Background: an optimization exercise with open tools, aiming at small area. Do not read the settings as production practice.
At most, simulation tests tie the RTL to the original design; equivalence was not proved.
The RTL of run 2 was laid out without a check of its function.
No activity file was given, so power comes from the tool's default toggle rates.

## flow/run.sh

```bash
#!/bin/bash
# synth_recipe.tcl (not shown) runs the flow's synth.tcl, then flattens the netlist and writes it again
# the make line also repeats each setting of config.mk as NAME=value (left out here)
make -C /OpenROAD-flow-scripts/flow DESIGN_CONFIG=/design/flow/config.mk WORK_HOME=/design/flow/orfs CLKGATE_MAP_FILE= SYNTH_SCRIPT=/design/flow/synth_recipe.tcl finish
```

## flow/constraint.sdc

```tcl
create_clock -name core_clock -period 6.0 [get_ports {CLK}]
set_input_delay 1.2000 -clock core_clock [delete_from_list [all_inputs] [get_ports {CLK}]]
set_output_delay 1.2000 -clock core_clock [all_outputs]
set_load 0.01 [all_outputs]
```

## flow/design.v

```verilog
module PWM
#(
    parameter PWMWidth = 16
)
(
    input   wire                    CLK,
    input   wire                    nRST,
    output  wire                    OUT,
    input   wire    [PWMWidth-1:0]  PWMUpData,
    input   wire    [PWMWidth-1:0]  PWMConData
);
    reg     [PWMWidth-1:0]  PWMCount;
    always@( posedge CLK or negedge nRST ) begin
        if( !nRST )begin
            PWMCount    <=  0;
            end
        else if ( PWMCount >= PWMUpData )begin
            PWMCount    <=  0;
            end
        else begin
            PWMCount    <=  PWMCount + 1'b1;
            end
    end
    assign  OUT = ( PWMCount <= PWMConData ) ? 1'b0 : 1'b1;
endmodule
module LEDRGBCtrl
(
    input   wire    CLK,
    input   wire    nRST,
    output  wire    [2:0]    LEDs
);
    reg [31:0]  Count_LED;
    always@( posedge CLK or negedge nRST ) begin
        if ( !nRST ) begin
            Count_LED     <=  32'd0;
        end
        else if ( Count_LED >= 32'd768000 )begin
            Count_LED     <=  32'd0;
        end
        else begin
            Count_LED     <=  Count_LED + 1'b1;
        end
    end
    wire    [31:0]  PWM_RData;
    wire    [31:0]  PWM_GData;
    wire    [31:0]  PWM_BData;
    assign  PWM_RData[31:0]   = ( Count_LED <= 32'd256000 ) ? Count_LED[31:0] : 
                                (( Count_LED > 32'd256000)&&( Count_LED <= 32'd512000 )) ? ( 32'd512000 - Count_LED[31:0] ) : 32'b0;
    assign  PWM_GData[31:0]   = (( Count_LED >= 32'd256000 )&&( Count_LED <= 32'd512000 )) ? ( Count_LED[31:0] - 32'd256000 ) : 
                                ( Count_LED > 32'd512000 ) ? ( 32'd768000 - Count_LED[31:0] ) : 32'b0;
    assign  PWM_BData[31:0]   = ( Count_LED <= 32'd256000 ) ? ( 32'd256000 - Count_LED[31:0] ) : 
                                ( Count_LED > 32'd512000 ) ? ( Count_LED[31:0] - 32'd512000 ) : 32'b0;
    PWM
    #(
       .PWMWidth( 16 )
    )
    R_PWM
    (
        .CLK        (   CLK         ),
        .nRST       (   nRST        ),
        .OUT        (   LEDs[0]     ),
        .PWMUpData  (   16'd1000    ),
        .PWMConData (   PWM_RData[23:8]   )
    );
    PWM
    #(
       .PWMWidth( 16 )
    )
    G_PWM
    (
        .CLK        (   CLK         ),
        .nRST       (   nRST        ),
        .OUT        (   LEDs[1]     ),
        .PWMUpData  (   16'd1000    ),
        .PWMConData (   PWM_GData[23:8]   )
    );
    PWM
    #(
       .PWMWidth( 16 )
    )
    B_PWM
    (
        .CLK        (   CLK         ),
        .nRST       (   nRST        ),
        .OUT        (   LEDs[2]     ),
        .PWMUpData  (   16'd1000    ),
        .PWMConData (   PWM_BData[23:8]   )
    );
endmodule
```

## flow/config.mk

```make
export PLATFORM = sky130hd
export DESIGN_NAME = LEDRGBCtrl
export DESIGN_NICKNAME = LEDRGBCtrl
export VERILOG_FILES = /design/flow/design.v
export SDC_FILE = /design/flow/constraint.sdc
export NUM_CORES = 4
export LEC_CHECK = 0
export CAP_MARGIN = 20
export CORE_MARGIN = 2
export CORE_UTILIZATION = 40
export PLACE_DENSITY = 0.6
export SLEW_MARGIN = 20
```

==> results of run 1 <==
==> cell type report <==
class	count	area, um2
inverters	26	97.6
repair buffers	26	206
fillers	1379	7850
flip-flops and latches	80	2000
clock inverters	3	42.5
multi-input cells	557	3750
well taps	184	230
clock buffers	12	246
==> path summary, 6_finish.rpt <==
path	from	end	slack (ps)
worst max-delay path	Count_LED[12]$_DFF_PN0_	LEDs[1]	230
worst min-delay path	G_PWM.PWMCount[0]$_DFF_PN0_	G_PWM.PWMCount[0]$_DFF_PN0_	510
worst max register to register	Count_LED[9]$_DFF_PN0_	Count_LED[17]$_DFF_PN0_	3880
worst min register to register	G_PWM.PWMCount[0]$_DFF_PN0_	G_PWM.PWMCount[0]$_DFF_PN0_	510
max in group asynchronous	nRST	Count_LED[13]$_DFF_PN0_	4570
min in group asynchronous	nRST	B_PWM.PWMCount[11]$_DFF_PN0_	880
==> critical path: cells and delay by family, from the launching register on <==
| kind | cells | cell delay [ps] |
|---|---|---|
| and+or+nand+nor | 2 | 540 |
| muxes | 2 | 600 |
| adders and majority gates | 2 | 520 |
| DFF | 1 | 500 |
| AOI/OAI and AO/OA | 5 | 970 |
| buffers and inverters | 4 | 1070 |
==> repair_timing <==
item                                    CTS  global route
setup buffers                             0             7
endpoints found under the setup margin    0             3
resized for setup                         0             4
==> per-layer routing <==
metal / GRT usage [%] / up-vias / share of wire [%]
li1: - / 2455 / -
met5: 0 / - / 0
met2: 30.2 / 148 / 47
met3: 3.00 / 31 / 5.4
met4: 7.39 / 0 / 2.7
met1: 25.5 / 2364 / 45
==> synthesized netlist by cell type, types with 3 or more instances <==
| cell type | n | area, um2 |
|---|---|---|
| o2bb2ai_1 | 3 | 26.3 |
| buf_1 | 3 | 11.3 |
| a22oi_1 | 5 | 37.5 |
| and4_1 | 3 | 26.3 |
| a21o_1 | 16 | 120 |
| nor2b_1 | 6 | 37.5 |
| o21bai_1 | 3 | 22.5 |
| o21a_1 | 4 | 30.0 |
| o21ai_0 | 37 | 185 |
| buf_4 | 4 | 30.0 |
| dfrtp_1 | 80 | 2000 |
| o31ai_1 | 6 | 45.0 |
| a22o_1 | 3 | 26.3 |
| a21boi_0 | 5 | 37.5 |
| nor4_1 | 6 | 37.5 |
| xor2_1 | 23 | 201 |
| buf_2 | 11 | 55.1 |
| a21oi_1 | 35 | 175 |
| or3_1 | 8 | 50.1 |
| o21ai_1 | 6 | 30.0 |
| a211oi_1 | 4 | 30.0 |
| clkbuf_1 | 12 | 45.0 |
| o211ai_1 | 5 | 37.5 |
| nand2_1 | 40 | 150 |
| and3_1 | 8 | 50.1 |
| or4_1 | 3 | 22.5 |
| inv_1 | 25 | 93.8 |
| xnor2_1 | 27 | 236 |
| nand3_1 | 28 | 140 |
| o221ai_1 | 4 | 35.0 |
| o22ai_1 | 8 | 50.1 |
| ha_1 | 66 | 826 |
| nor3_1 | 15 | 75.1 |
| nand4_1 | 27 | 169 |
| nor2_1 | 82 | 308 |
==> kinds of logic after synthesis <==
family | count (synthesis) | share of synthesized area [%]
flops | 80 | 34.2
compound gates | 167 | 19.0
other cells | 1 | 0.0640
mux | 2 | 0.363
buf+inv | 57 | 4.16
simple gates | 241 | 20.6
xor+xnor | 50 | 7.48
fa+ha+maj | 66 | 14.1
==> registers in the layout, summed over array words and instances (netlist names) <==
signal and count:
B_PWM.PWMCount 16, Count_LED 32, G_PWM.PWMCount 16, R_PWM.PWMCount 16
==> power groups by stage <==
stage / registers [mW] / logic, mW / clock network (mW)
after CTS: 0.558 / 0.0577 / 0.554
final: 0.558 / 0.0577 / 0.543
after global placement: 0.568 / 0.0556 / 0
after global routing: 0.559 / 0.0679 / 0.578
after floorplan: 0.564 / 0.0378 / 0
after detailed placement: 0.568 / 0.0578 / 0
==> flow_summary.json, run 1 <==
{
  "cts_tree": "yes",
  "fin_crit_ps": 5770,
  "cp_cell_sequence": "inv_1 -> buf_4 -> ha_1 -> and3b_1 -> nand3_1 -> o211ai_4 -> buf_4 -> mux2_2 -> mux2i_1 -> ha_1 -> a21o_1 -> a21oi_1 -> o311ai_0 -> o21a_1 -> clkdlybuf4s50_1",
  "htreeDepth": 3,
  "power_frac_comb_pct": 5.0,
  "grt_pass1_wl_um": 23700,
  "dieWidth_um": 125,
  "ys_seq_elements": 80,
  "synth-edff-count": 0,
  "finalNetCount": 768,
  "start_util_pct": 40.6,
  "outcome": "timing/DRC/antenna clean",
  "netlist_instances": 664,
  "post-route-period-util_pct": 96.1,
  "ant_nets": 0,
  "rsz0062_at_grt": "false",
  "via_per_inst": 5.63,
  "dp.cells": 865,
  "p_seq_share_pct": 48.2,
  "ff2ff_path_depth": 6,
  "hold_viol": 0,
  "p_switching_mw": 0.255,
  "via_count": 4998,
  "endpoint_kind": "output pin",
  "drive_gt1_share_pct": 7.81,
  "skew_ps": 5.28,
  "dieArea_mm2": 0.0156,
  "seq_area_frac_synth_pct": 34.2,
  "drt_first_pass_iters": 6,
  "clk_path_buf_depth": 2,
  "final_cell_mix": "82 x nor2_1, 78 x dfrtp_1, 66 x ha_1, 40 x nand2_1, 37 x o21ai_0",
  "p_total_mw": 1.16,
  "layout_commonest_cell": "nor2_1",
  "io_buffers": 4,
  "postLayoutCoreUtil_pct": 45.6,
  "holdPathStages": 1,
  "routed_wire_length_per_instance_um": 16.6,
  "worst_ep_required_time_ps": 4800,
  "slowest_stage": "dfrtp_2",
  "clock_latency_ps": 350,
  "path_class": "register to output pin",
  "p_int_mw": 0.904,
  "yosysWarnings": 2,
  "grt_pass1_vias": 4699,
  "power_density_mw_per_mm2": 176,
  "grt_use_total_pct": 18.8,
  "cts_hold_buf": 0,
  "pin_count": 5,
  "place_hpwl_um": 10700,
  "stdcell_count": 888,
  "syn_area_mm2": 0.00586,
  "dpl_cell_area_mm2": 0.00620,
  "root_buffer": "clkbuf_16",
  "synth_ff_type": "dfrtp_1",
  "design_area_mm2": 0.00657,
  "setup_violations": 0,
  "worstPathArrival_ps": 4570,
  "clockPowerShare_pct": 46.9,
  "place_ws_ps": 475,
  "syn2layout_area_growth_pct": 12.2,
  "rows": 44,
  "drv_slew": 0,
  "wirelength_um": 14700,
  "clock-sinks": 80,
  "core_mm2": 0.0144,
  "fmax_mhz": 173,
  "antenna_found_initial": 0,
  "gp_congestion": 0.926,
  "hold_path.class": "register to register",
  "n_antenna_cell": 0,
  "drtIter0Drc": 388,
  "overflow": 0,
  "fin_setup_tns_ps": 0,
  "yosysUniqueCellTypes": 68,
  "worstPathMaxFanout": 20,
  "avgSynthCellArea_um2": 8.82,
  "power_leakage_nw": 2.80,
  "setup_ws_ps": 234,
  "holdWs_ps": 511,
  "fp.dieH_um": 125,
  "drc": 0,
  "slowest_delay_ps": 500,
  "grt_max_degree": 81,
  "async_reset_ff_share_pct": 100,
  "drv_cap": 0,
  "swShare_pct": 22.0,
  "start_kind": "register",
  "vdd_drop_max_v": 0.000137,
  "tightest_slew_ps": 847,
  "cts_inserted_buffers": 9,
  "slew_headroom_pct": 43.2,
  "path_clk_slew_ps": 60
}
==> run 2, diff against run 1 <==
==> flow/design.v (replaced) <==
module PWM
(
    input   wire    [1:0]   s,
    input   wire    [9:0]   T,
    input   wire    [9:0]   M,
    input   wire            y,
    output  reg     [2:0]   OUT
);
    wire [10:0] uc;
    wire [10:0] dc;
    assign uc[0] = ~y;
    assign dc[0] = 1'b1;
    genvar i;
    generate
        for (i = 0; i < 10; i = i + 1) begin : g_cmp
            assign uc[i+1] = (T[i] & ~M[i]) | (uc[i] & (T[i] | ~M[i]));
            assign dc[i+1] = (T[i] &  M[i]) | (dc[i] & (T[i] |  M[i]));
        end
    endgenerate
    wire        up   = uc[10];
    wire        dn   = dc[10];
    wire        zero = (|T[9:4]) | T[2];                     
    always @(*) begin
        case (s)
            2'b01:   OUT = {dn,   zero, up  };    
            2'b11:   OUT = {zero, up,   dn  };    
            2'b10:   OUT = {up,   dn,   zero};    
            default: OUT = {1'b0, zero, zero};    
        endcase
    end
endmodule
module LEDRGBCtrl
(
    input   wire    CLK,
    input   wire    nRST,
    output  wire    [2:0]    LEDs
);
    localparam [1:0] S3 = 2'b00, S0 = 2'b01, S1 = 2'b11, S2 = 2'b10;
    reg [1:0]   s;
    reg [9:0]   M;
    reg [7:0]   n;
    reg [9:0]   T;
    wire [8:0]  nc;
    wire [10:0] mc;
    wire [10:0] tc;
    assign nc[0] = 1'b1;
    assign mc[0] = nc[8];
    assign tc[0] = 1'b1;
    genvar i;
    generate
        for (i = 0; i < 8; i = i + 1) begin : g_n
            assign nc[i+1] = nc[i] & n[i];
        end
        for (i = 0; i < 10; i = i + 1) begin : g_mt
            assign mc[i+1] = mc[i] & M[i];
            assign tc[i+1] = tc[i] & T[i];
        end
    endgenerate
    wire        y     = nc[8];                               
    wire        m_end = y & (&M[9:4]) & M[1] & M[0];         
    wire        t_end = (&T[9:4]) & T[1] & T[0];             
    wire        is3   = (s == S3);
    always @(posedge CLK or negedge nRST) begin
        if (!nRST) begin
            s <= S3;
            T <= 10'd11;
        end else begin
            case (s)
                S3:      s <= S0;
                S0:      s <= m_end ? S1 : S0;
                S1:      s <= m_end ? S2 : S1;
                default: s <= m_end ? S3 : S2;
            endcase
            T <= t_end ? 10'd11 : (T ^ tc[9:0]);
        end
    end
    always @(posedge CLK) begin
        n <= is3 ? 8'd0 : (n ^ nc[7:0]);
        M <= (is3 | m_end) ? 10'd12 : (M ^ mc[9:0]);
    end
    PWM u_pwm
    (
        .s      (   s       ),
        .T      (   T       ),
        .M      (   M       ),
        .y      (   y       ),
        .OUT    (   LEDs    )
    );
endmodule
==> run 2 against run 1 <==
Effect of this change: still clean; area after synthesis decreased by 71%; design area decreased by 72%; via count decreased by 76%; critical path depth decreased by 2; core utilization increased by 0.70 points; critical endpoint is now LEDs[2]; largest cell class unchanged.
==> flow_summary.json, run 2 <==
{
  "outcome": "timing/DRC/antenna clean",
  "dieWidth_um": 69.1,
  "fmax_mhz": 210,
  "clock_latency_ps": 270,
  "yosysUniqueCellTypes": 46,
  "n_antenna_cell": 0,
  "reg_top3": "M (10), T (10), n (8)",
  "yosysMostFrequentCell": "ha_1",
  "grt_pass1_vias": 1155,
  "postLayoutCoreUtil_pct": 46.3,
  "seq_area_frac_synth_pct": 39.2,
  "rsz0062_at_grt": "false",
  "netlist.area_leader.share_pct": 21.3,
  "avgSynthCellArea_um2": 9.97,
  "wirelength_um": 3170,
  "antenna_found_initial": 0,
  "cts_inserted_buffers": 5,
  "core_mm2": 0.00403,
  "dieArea_mm2": 0.00478,
  "synthTopCellsByCount": "24 x ha_1, 18 x dfxtp_1, 14 x nor2_1, 13 x and2_1, 9 x dfrtp_1",
  "power_density_mw_per_mm2": 188,
  "slowest_stage": "clkdlybuf4s50_1",
  "worst_ep_required_time_ps": 4800,
  "crit_top_cell": "ha_1",
  "critical-path-top-delay-family": "adder cells",
  "pin_count": 5,
  "skew_ps": 3.86,
  "p_switching_mw": 0.0704,
  "drv_cap": 0,
  "top_layer": "met4",
  "fill_cells": 393,
  "fin_setup_tns_ps": 0,
  "slew_headroom_pct": 64.6,
  "worstPathMaxFanout": 3,
  "p_seq_share_pct": 57.1,
  "start_kind": "register",
  "finalNetCount": 204,
  "cp_cell_sequence": "ha_1 -> ha_1 -> ha_1 -> ha_1 -> ha_1 -> ha_1 -> ha_1 -> maj3_2 -> a2111oi_4 -> o31a_2 -> nor4bb_1 -> o31ai_2 -> clkdlybuf4s50_1",
  "power_leakage_nw": 0.828,
  "synth-edff-count": 0,
  "syn2layout_area_growth_pct": 9.96,
  "ant_nets": 0,
  "path_clk_slew_ps": 60,
  "drc": 0,
  "clock-sinks": 30,
  "swShare_pct": 20.1,
  "path_class": "register to output pin",
  "rows": 23,
  "setup_violations": 0,
  "drive_gt1_share_pct": 11.8,
  "synthTopCellsByArea": "dfxtp_1 21%, ha_1 18%, dfrtp_1 13%",
  "drtIter0Drc": 90,
  "dr_wl_met3_um": 114,
  "met1Wirelength_um": 1520,
  "cts_hold_buf": 0,
  "critPathBufInv": 1,
  "start_util_pct": 42.1,
  "htreeDepth": 2,
  "synth_ff_type": "dfxtp_1",
  "p_int_mw": 0.281,
  "multiInputGateArea_um2": 976,
  "drt_first_pass_iters": 4,
  "setup_ws_ps": 1230,
  "post-route-period-util_pct": 79.5,
  "overflow": 0,
  "holdWs_ps": 421,
  "netlist_instances": 170,
  "routed-wl-met2_um": 1490,
  "endpoint_kind": "output pin",
  "final-seq-area_um2": 664,
  "place_hpwl_um": 2460,
  "tightest_slew_ps": 530,
  "power_frac_comb_pct": 0.6,
  "grt_use_total_pct": 14.5,
  "root_buffer": "clkbuf_8",
  "final_cell_mix": "24 x ha_1, 18 x dfxtp_1, 14 x nor2_1, 13 x and2_1, 9 x dfrtp_1",
  "ys_seq_elements": 30,
  "cts_tree": "yes",
  "cts_setup_buffers": 0,
  "fp.dieH_um": 69.1,
  "drv_slew": 0,
  "p_total_mw": 0.351,
  "routed_wire_length_per_instance_um": 13.9,
  "grt_max_degree": 13,
  "io_buffers": 4,
  "via_count": 1220,
  "clockPowerShare_pct": 42.3,
  "hold_path.class": "register to register",
  "worstPathArrival_ps": 3570,
  "slowest_delay_ps": 570,
  "syn_area_mm2": 0.00170,
  "yosys.area.top_type": "dfxtp_1",
  "async_reset_ff_share_pct": 40.0,
  "via_per_inst": 5.35,
  "place_ws_ps": 1500,
  "fin_crit_ps": 4770,
  "layout_commonest_cell": "ha_1",
  "vdd_drop_max_v": 0.0000941,
  "yosysWarnings": 2,
  "post_cts.resized_instances": 0,
  "clk_path_buf_depth": 2,
  "hold_viol": 0,
  "grt_pass1_wl_um": 5520,
  "gp_congestion": 0.769
}
==> run 2: cell count changes after synthesis, sizes merged, moves of 23 or more <==
cell | before | now
a21oi | 36 | 2
dfrtp | 80 | 9
ha | 66 | 24
nand2 | 40 | 7
nand4 | 27 | 2
nor2 | 83 | 14
o21ai | 43 | 6
xnor2 | 27 | 2
xor2 | 23 | 0
==> run 2: power by group through the flow <==
stage | Sequential, mW | Clock [mW] | Combinational, mW
3_5_place_dp | 0.205 | 0 | 0.00218
5_1_grt | 0.200 | 0.165 | 0.00242
4_1_cts | 0.201 | 0.152 | 0.00218
3_3_place_gp | 0.205 | 0 | 0.00206
6_report | 0.201 | 0.149 | 0.00206
2_1_floorplan | 0.205 | 0 | 0.000000493
==> run 2: routing by layer <==
layer	up-vias	GRT usage (%)
li1	618	-
met1	575	18.8
met2	21	23.2
met3	6	4.39
met4	0	4.58
met5	-	0
==> run 2: stage by stage <==
stage                     cells  instance area, um2
after CTS                   228                1860
after floorplan             170                1700
after global routing        228                1860
after detailed placement    221                1790
after global placement      221                1790
final                       228                1860
==> run 2: worst paths after layout <==
| kind | startpoint | end | slack [ps] | depth (start not counted) |
|---|---|---|---|---|
| min in group asynchronous | nRST | T[2]$_DFF_PN0_ | 1270 | 1 |
| max | n[0]$_SDFF_PP0_ | LEDs[2] | 1230 | 13 |
| max reg2reg | n[0]$_SDFF_PP0_ | M[9]$_SDFF_PP0_ | 2330 | 18 |
| max in group asynchronous | nRST | T[0]$_DFF_PN1_ | 4360 | 1 |
| min | n[0]$_SDFF_PP0_ | n[0]$_SDFF_PP0_ | 420 | 1 |
| min reg2reg | n[0]$_SDFF_PP0_ | n[0]$_SDFF_PP0_ | 420 | 1 |
==> run 2: layout make-up <==
cell class,instances,share of cell area [%]
sequential,30,35.6
timing repair buffer,5,2.55
clock buffer,7,4.09
inverter,10,2.01
multi-input combinational,126,52.3
tap,50,3.36
==> run 2: cells by family after synthesis <==
family          synth area share (%)
simple gates                    23.0
xor+xnor                        1.03
fa+ha+maj                       19.0
flops                           39.2
buf+inv                         3.25
compound gates                  14.6
==> run 3, diff against run 2 <==
--- a/flow/design.v
+++ b/flow/design.v
@@ -40,29 +40,27 @@
     reg [9:0]   M;
     reg [7:0]   n;
     reg [9:0]   T;
-    wire [8:0]  nc;
+    wire        is3   = (s == S3);
+    wire        nz    = ~|n[6:0];
+    wire        y     = n[7] & nz;                           
+    wire        n_fb  = (n[7] ^ n[5] ^ n[4] ^ n[3] ^ nz) & ~is3;
     wire [10:0] mc;
     wire [10:0] tc;
-    assign nc[0] = 1'b1;
-    assign mc[0] = nc[8];
+    assign mc[0] = y;
     assign tc[0] = 1'b1;
     genvar i;
     generate
-        for (i = 0; i < 8; i = i + 1) begin : g_n
-            assign nc[i+1] = nc[i] & n[i];
-        end
         for (i = 0; i < 10; i = i + 1) begin : g_mt
             assign mc[i+1] = mc[i] & M[i];
             assign tc[i+1] = tc[i] & T[i];
         end
     endgenerate
-    wire        y     = nc[8];                               
     wire        m_end = y & (&M[9:4]) & M[1] & M[0];         
     wire        t_end = (&T[9:4]) & T[1] & T[0];             
-    wire        is3   = (s == S3);
     always @(posedge CLK or negedge nRST) begin
         if (!nRST) begin
             s <= S3;
+            n <= 8'd0;
             T <= 10'd11;
         end else begin
             case (s)
@@ -71,11 +69,11 @@
                 S1:      s <= m_end ? S2 : S1;
                 default: s <= m_end ? S3 : S2;
             endcase
+            n <= {n[6:0], n_fb};
             T <= t_end ? 10'd11 : (T ^ tc[9:0]);
         end
     end
     always @(posedge CLK) begin
-        n <= is3 ? 8'd0 : (n ^ nc[7:0]);
         M <= (is3 | m_end) ? 10'd12 : (M ^ mc[9:0]);
     end
     PWM u_pwm
--- a/flow/config.mk
+++ b/flow/config.mk
@@ -8,5 +8,7 @@
 export CAP_MARGIN = 20
 export CORE_MARGIN = 2
 export CORE_UTILIZATION = 40
+export CTS_CLUSTER_DIAMETER = 500
+export CTS_CLUSTER_SIZE = 40
 export PLACE_DENSITY = 0.6
 export SLEW_MARGIN = 20
==> run 3 against run 2 <==
Effect of this change: still clean; clock skew increased by 5.1 ps; clock power about the same; wire length decreased by 3.5%; sequential share of layout area increased by 3.6 points; largest power group unchanged.
==> flow_summary.json, run 3 <==
{
  "netlist_instances": 155,
  "fp.dieH_um": 67.5,
  "hold-path-endpoint": "n[7]$_DFF_PN0_",
  "yosys.area.top_type": "dfrtp_1",
  "routed_wire_length_per_instance_um": 14.1,
  "endpoint_kind": "output pin",
  "clock-sinks": 30,
  "rows": 23,
  "holdPathStages": 0,
  "p_int_mw": 0.282,
  "drive_gt1_share_pct": 8.98,
  "outcome": "timing/DRC/antenna clean",
  "fmax_mhz": 262,
  "p_switching_mw": 0.0727,
  "via_per_inst": 5.48,
  "synthTopCellsByCount": "17 x dfrtp_1, 17 x ha_1, 14 x and2_1, 11 x nand2b_1",
  "stdcell_count": 217,
  "cp_cell_sequence": "nor2_2 -> or3_1 -> a2111oi_1 -> o41ai_1 -> nand3_1 -> clkdlybuf4s50_1",
  "power_frac_comb_pct": 0.9,
  "async_reset_ff_share_pct": 66.7,
  "syn_area_mm2": 0.00161,
  "power_leakage_nw": 0.774,
  "yosysUniqueCellTypes": 41,
  "slew_headroom_pct": 39.4,
  "netlist.area_leader.share_pct": 26.4,
  "r2r_start": "n[5]$_DFF_PN0_",
  "grt_pass1_vias": 1173,
  "p_total_mw": 0.355,
  "cts_setup_buffers": 0,
  "grt_max_degree": 21,
  "start_kind": "register",
  "swShare_pct": 20.5,
  "ys_seq_elements": 30,
  "post-route-period-util_pct": 63.7,
  "final_cell_mix": "17 x dfrtp_1, 17 x ha_1, 14 x and2_1, 11 x nand2b_1",
  "grt_pass1_wl_um": 5240,
  "ant_nets": 0,
  "root_buffer": "clkbuf_8",
  "reg_top3": "M (10), T (10), n (8)",
  "ff2ff_path_depth": 13,
  "n_antenna_cell": 0,
  "skew_ps": 8.94,
  "worstPathArrival_ps": 2620,
  "cts_hold_buf": 0,
  "dieArea_mm2": 0.00455,
  "drv_slew": 0,
  "hold_viol": 0,
  "overflow": 0,
  "wirelength_um": 3060,
  "cts_tree": "yes",
  "seq_area_frac_synth_pct": 43.7,
  "slowest_stage": "a2111oi_1",
  "fin_crit_ps": 3820,
  "worstPathMaxFanout": 7,
  "ff2ff_setup_slack_ps": 3260,
  "core_mm2": 0.00394,
  "finalNetCount": 185,
  "cts_inserted_buffers": 5,
  "worstReg2RegEnd": "M[9]$_SDFF_PP0_",
  "htreeDepth": 2,
  "holdWs_ps": 375,
  "grt_use_total_pct": 16.0,
  "fin_setup_tns_ps": 0,
  "place_hpwl_um": 2280,
  "setup_violations": 0,
  "tightest_slew_ps": 906,
  "vdd_drop_max_v": 0.0000966,
  "avgSynthCellArea_um2": 10.4,
  "worst_ep_required_time_ps": 4800,
  "start_util_pct": 40.9,
  "hold_path.class": "register to register",
  "antenna_found_initial": 0,
  "pin_count": 5,
  "drv_cap": 0,
  "via_count": 1189,
  "synth_ff_type": "dfrtp_1",
  "design_area_mm2": 0.00180,
  "drc": 0,
  "rsz0062_at_grt": "false",
  "path_class": "register to output pin",
  "hold_path.startpoint": "n[6]$_DFF_PN0_",
  "io_buffers": 4,
  "clockPowerShare_pct": 42.3,
  "dieWidth_um": 67.5,
  "drt_first_pass_iters": 4,
  "dp.cells": 209,
  "p_seq_share_pct": 56.8,
  "gp_congestion": 0.862,
  "slowest_delay_ps": 570,
  "syn2layout_area_growth_pct": 11.5,
  "yosysWarnings": 2,
  "path_clk_slew_ps": 60,
  "synth-edff-count": 0,
  "drtIter0Drc": 77,
  "clock_latency_ps": 280,
  "post_cts.resized_instances": 0,
  "power_density_mw_per_mm2": 197,
  "dpl_cell_area_mm2": 0.00171,
  "clk_path_buf_depth": 2,
  "synthTopCellsByArea": "dfrtp_1 26%, ha_1 13%, dfxtp_1 12%"
}
==> run 3: cell types whose count changed after synthesis, moves of 4 or more <==
| cell | previous run | this run |
|---|---|---|
| nor2_1 | 14 | 10 |
| dfrtp_1 | 9 | 17 |
| dfxtp_1 | 18 | 10 |
| nand2b_1 | 6 | 11 |
| ha_1 | 24 | 17 |
| nor2b_1 | 8 | 4 |
==> run 3: worst max-delay path by stage <==
stage                   start  endpoint  slack, ps  cells after the start
2_1_floorplan  T[4]$_DFF_PN0_   LEDs[0]       3130                      5
3_3_place_gp   T[5]$_DFF_PN0_   LEDs[1]       2550                      6
3_5_place_dp   T[8]$_DFF_PN0_   LEDs[0]       2490                      6
4_1_cts        T[8]$_DFF_PN0_   LEDs[0]       2180                      6
5_1_grt        T[5]$_DFF_PN0_   LEDs[0]       1940                      6
6_report       T[8]$_DFF_PN0_   LEDs[0]       2180                      6
==> run 3: final cells by class <==
cell class / count / area [um2]
Clock buffer: 6 / 72.6
Clock inverter: 2 / 10.0
Sequential cell: 30 / 704
Timing Repair Buffer: 4 / 40.0
Inverter: 8 / 30.0
Tap cell: 50 / 62.6
Multi-Input combinational cell: 117 / 877
Fill cell: 386 / 2150
==> run 3: routing by layer <==
metal,share of wire [%],global-route usage [%],up-vias
li1,-,-,607
met1,48,20.1,562
met2,47,25.0,14
met3,2.5,4.50,6
met4,1.9,8.16,0
met5,0,0,-
==> run 3: through the flow <==
step                      utilization [%]  setup slack [ps]
final                                45.6              2180
after global routing                 45.6              1940
after CTS                            45.6              2180
after detailed placement             43.5              2490
after global placement               43.5              2550
after floorplan                         -              3130
==> run 3: power groups by stage <==
stage / combinational, mW / clock [mW] / sequential [mW]
after floorplan: 0.000000382 / 0 / 0.205
after global placement: 0.00323 / 0 / 0.205
after detailed placement: 0.00344 / 0 / 0.205
after CTS: 0.00344 / 0.157 / 0.201
after global routing: 0.00375 / 0.167 / 0.201
final: 0.00313 / 0.150 / 0.201
==> run 3: logic make-up after synthesis <==
family	Yosys count	synth area share [%]
xor gates and xnor gates	4	2.17
DFF	30	43.7
muxes	1	0.699
and+or+nand+nor	64	22.6
AOI/OAI and AO/OA	29	14.5
buffers and inverters	8	1.86
adders and majority gates	19	14.4
==> run 3: critical path: cells and delay by family (launching register included) <==
| kind | cells | cell delay, ps |
|---|---|---|
| buf+inv | 1 | 540 |
| flops | 1 | 490 |
| simple gates | 3 | 570 |
| compound gates | 2 | 740 |
==> run 4, diff against run 3 <==
--- a/flow/config.mk
+++ b/flow/config.mk
@@ -8,6 +8,7 @@
 export CAP_MARGIN = 20
 export CORE_MARGIN = 2
 export CORE_UTILIZATION = 40
+export CTS_BUF_LIST = sky130_fd_sc_hd__clkbuf_4
 export CTS_CLUSTER_DIAMETER = 500
 export CTS_CLUSTER_SIZE = 40
 export PLACE_DENSITY = 0.6
==> run 4 against run 3 <==
Effect of this change: total power is 9.6% lower; sequential cell count stayed put; synthesized cell count unchanged; largest cell class unchanged; critical endpoint unchanged; first-iteration DRC count increased by 6.5%; still clean; global-route usage fell by 0.56 points.
==> flow_summary.json, run 4 <==
{
  "worst_ep_required_time_ps": 4800,
  "slowest_stage": "a2111oi_1",
  "overflow": 0,
  "swShare_pct": 21.8,
  "reg_top3": "M (10), T (10), n (8)",
  "start_util_pct": 40.9,
  "ff2ff_setup_slack_ps": 3260,
  "slowest_delay_ps": 570,
  "synthSimpleGateAreaFrac_pct": 22.6,
  "io_buffers": 4,
  "p_total_mw": 0.321,
  "power_density_mw_per_mm2": 181,
  "clockPowerShare_pct": 36.3,
  "finalNetCount": 185,
  "synth_compound_area_share_pct": 14.5,
  "syn_area_mm2": 0.00161,
  "setup_violations": 0,
  "synth_top_family_by_area": "simple AND/OR/NAND/NOR gates",
  "synthTopCellsByCount": "17 x dfrtp_1, 17 x ha_1, 14 x and2_1, 11 x nand2b_1",
  "synth-edff-count": 0,
  "cp_cell_sequence": "nor2_2 -> or3_1 -> a2111oi_1 -> o41ai_1 -> nand3_1 -> clkdlybuf4s50_1",
  "design_area_mm2": 0.00177,
  "drtIter0Drc": 82,
  "ys_seq_elements": 30,
  "via_count": 1180,
  "skew_ps": 14.8,
  "grt_pass1_vias": 1141,
  "endpoint_kind": "output pin",
  "cts_setup_buffers": 0,
  "syn2layout_area_growth_pct": 9.78,
  "outcome": "timing/DRC/antenna clean",
  "netlist_instances": 155,
  "synth_fa_ha_area_share_pct": 14.4,
  "vdd_drop_max_v": 0.0000968,
  "start_kind": "register",
  "rsz0062_at_grt": "false",
  "fin_crit_ps": 3880,
  "cp-startpoint": "T[8]$_DFF_PN0_",
  "rows": 23,
  "drt_first_pass_iters": 4,
  "fp.dieH_um": 67.5,
  "dieArea_mm2": 0.00455,
  "seq_area_frac_synth_pct": 43.7,
  "worstPathMaxFanout": 7,
  "synthTopCellsByArea": "dfrtp_1 26%, ha_1 13%, dfxtp_1 12%",
  "root_buffer": "clkbuf_4",
  "n_antenna_cell": 0,
  "hold_path.class": "register to register",
  "avgSynthCellArea_um2": 10.4,
  "power_frac_comb_pct": 1.0,
  "wirelength_um": 3040,
  "setup_ws_ps": 2120,
  "ant_nets": 0,
  "synth_ff_type": "dfrtp_1",
  "clk_path_buf_depth": 2,
  "routed_wire_length_per_instance_um": 14.0,
  "dp.cells": 209,
  "power_leakage_nw": 0.765,
  "netlist.area_leader.share_pct": 26.4,
  "busiest_layer": "met2",
  "fmax_mhz": 258,
  "yosysWarnings": 2,
  "yosysUniqueCellTypes": 41,
  "r2r_start": "n[5]$_DFF_PN0_",
  "dieWidth_um": 67.5,
  "gp_congestion": 0.862,
  "clock-sinks": 30,
  "htreeDepth": 2,
  "worstReg2RegEnd": "M[9]$_SDFF_PP0_",
  "stdcell_count": 217,
  "ff2ff_path_depth": 13,
  "grt_use_total_pct": 15.4,
  "path_clk_slew_ps": 90,
  "slew_headroom_pct": 39.9,
  "place_ws_ps": 2490,
  "fin_setup_tns_ps": 0,
  "worstPathArrival_ps": 2680,
  "muxShareOfSynthArea_pct": 0.699,
  "via_per_inst": 5.44,
  "p_seq_share_pct": 62.7,
  "async_reset_ff_share_pct": 66.7,
  "cts_inserted_buffers": 5,
  "drive_gt1_share_pct": 9.58,
  "met1_usage_pct": 20.1,
  "pin_count": 5,
  "post-route-period-util_pct": 64.7,
  "antenna_found_initial": 0,
  "cts_hold_buf": 0,
  "place_hpwl_um": 2280,
  "cp-endpoint": "LEDs[0]",
  "p_int_mw": 0.251,
  "tightest_slew_ps": 898,
  "clock_latency_ps": 320,
  "use_met3_pct": 4.00,
  "cts_tree": "yes",
  "globalRouteMet2Util_pct": 24.1,
  "drc": 0,
  "final_cell_mix": "17 x dfrtp_1, 17 x ha_1, 14 x and2_1, 11 x nand2b_1",
  "drv_slew": 0,
  "hold_viol": 0,
  "grt_pass1_wl_um": 5100,
  "grt_max_degree": 21,
  "drv_cap": 0,
  "post_cts.resized_instances": 0,
  "yosys.area.top_type": "dfrtp_1",
  "dpl_cell_area_mm2": 0.00171,
  "p_switching_mw": 0.0700,
  "core_mm2": 0.00394,
  "path_class": "register to output pin",
  "synth_xor_area_share_pct": 2.17
}
==> run 4: cell counts after synthesis <==
Identical to the previous run, type by type.
==> run 4: worst max-delay path: cells and delay by family (launching register included) <==
| family | cells | cell delay [ps] |
|---|---|---|
| simple gates | 3 | 570 |
| buf+inv | 1 | 540 |
| compound gates | 2 | 740 |
| flops | 1 | 510 |
==> run 4: power by group through the flow <==
stage          Combinational, mW  Clock [mW]  Sequential [mW]
6_report                 0.00311       0.117            0.201
5_1_grt                  0.00375       0.129            0.201
2_1_floorplan        0.000000382           0            0.205
3_3_place_gp             0.00323           0            0.205
4_1_cts                  0.00344       0.120            0.201
3_5_place_dp             0.00344           0            0.205
==> run 4: final cells by class <==
| cell class | count | area [um2] |
|---|---|---|
| Clock buffer | 6 | 45.0 |
| Multi-Input combinational cell | 117 | 877 |
| Fill cell | 384 | 2170 |
| Inverter | 8 | 30.0 |
| Timing Repair Buffer | 4 | 40.0 |
| Sequential cell | 30 | 704 |
| Clock inverter | 2 | 10.0 |
| Tap cell | 50 | 62.6 |
==> run 4: how the worst min path moves through the flow <==
| stage | start | end | slack, ps | cells after the start |
|---|---|---|---|---|
| after floorplan | n[1]$_DFF_PN0_ | n[2]$_DFF_PN0_ | 350 | 0 |
| after global placement | n[0]$_DFF_PN0_ | n[1]$_DFF_PN0_ | 360 | 0 |
| after detailed placement | n[6]$_DFF_PN0_ | n[7]$_DFF_PN0_ | 370 | 0 |
| after CTS | n[6]$_DFF_PN0_ | n[7]$_DFF_PN0_ | 380 | 0 |
| after global routing | n[6]$_DFF_PN0_ | n[7]$_DFF_PN0_ | 390 | 0 |
| final | n[6]$_DFF_PN0_ | n[7]$_DFF_PN0_ | 380 | 0 |
==> run 4: cells by family (layout without fill, tap and decap cells) <==
group | after synthesis | after routing
mux | 1 | 1
compound gates | 29 | 29
fa+ha+maj | 19 | 19
simple gates | 64 | 64
xor+xnor | 4 | 4
flops | 30 | 30
buf+inv | 8 | 20
==> run 4: through the flow <==
step                      util [%]  hold slack (ps)
after detailed placement      43.5              366
final                         44.9              381
after CTS                     44.9              384
after global routing          44.9              392
after floorplan                  -              354
after global placement        43.5              359
==> run 4: per-layer routing <==
| layer | up-vias | wire length (um) |
|---|---|---|
| met5 | - | 0 |
| met4 | 0 | 55 |
| met3 | 6 | 85 |
| met2 | 17 | 1370 |
| met1 | 550 | 1530 |
| li1 | 607 | - |

[static timing again, ports no longer ideal]
No port has a modelled driver above. Below, the same layouts with a new extraction and two added sets of constraints. Step 1 sets driving cells, clkbuf_16 on the clock port and buf_2 on the other inputs (assumed; they add their load-dependent delay and slew). Step 2 also shifts input and output timing later by t, the mid clock arrival at the registers, as if the neighbouring blocks saw the same clock. Three values: no drivers, after step 1, after step 2; two values: the first two.
run	shift t [ns]	slack for setup (ns)	worst setup path at the end	slew at the worst register clock pin (ns)
run 1	0.387	0.234 / 0.194 / 0.581	register to output	0.06 / 0.06
run 2	0.298	1.229 / 1.203 / 1.502	register to output	0.06 / 0.06
run 3	0.296	2.179 / 2.154 / 2.451	register to output	0.06 / 0.06
run 4	0.339	2.118 / 2.096 / 2.434	register to output	0.09 / 0.09
After both steps setup and hold are still met in every run listed.
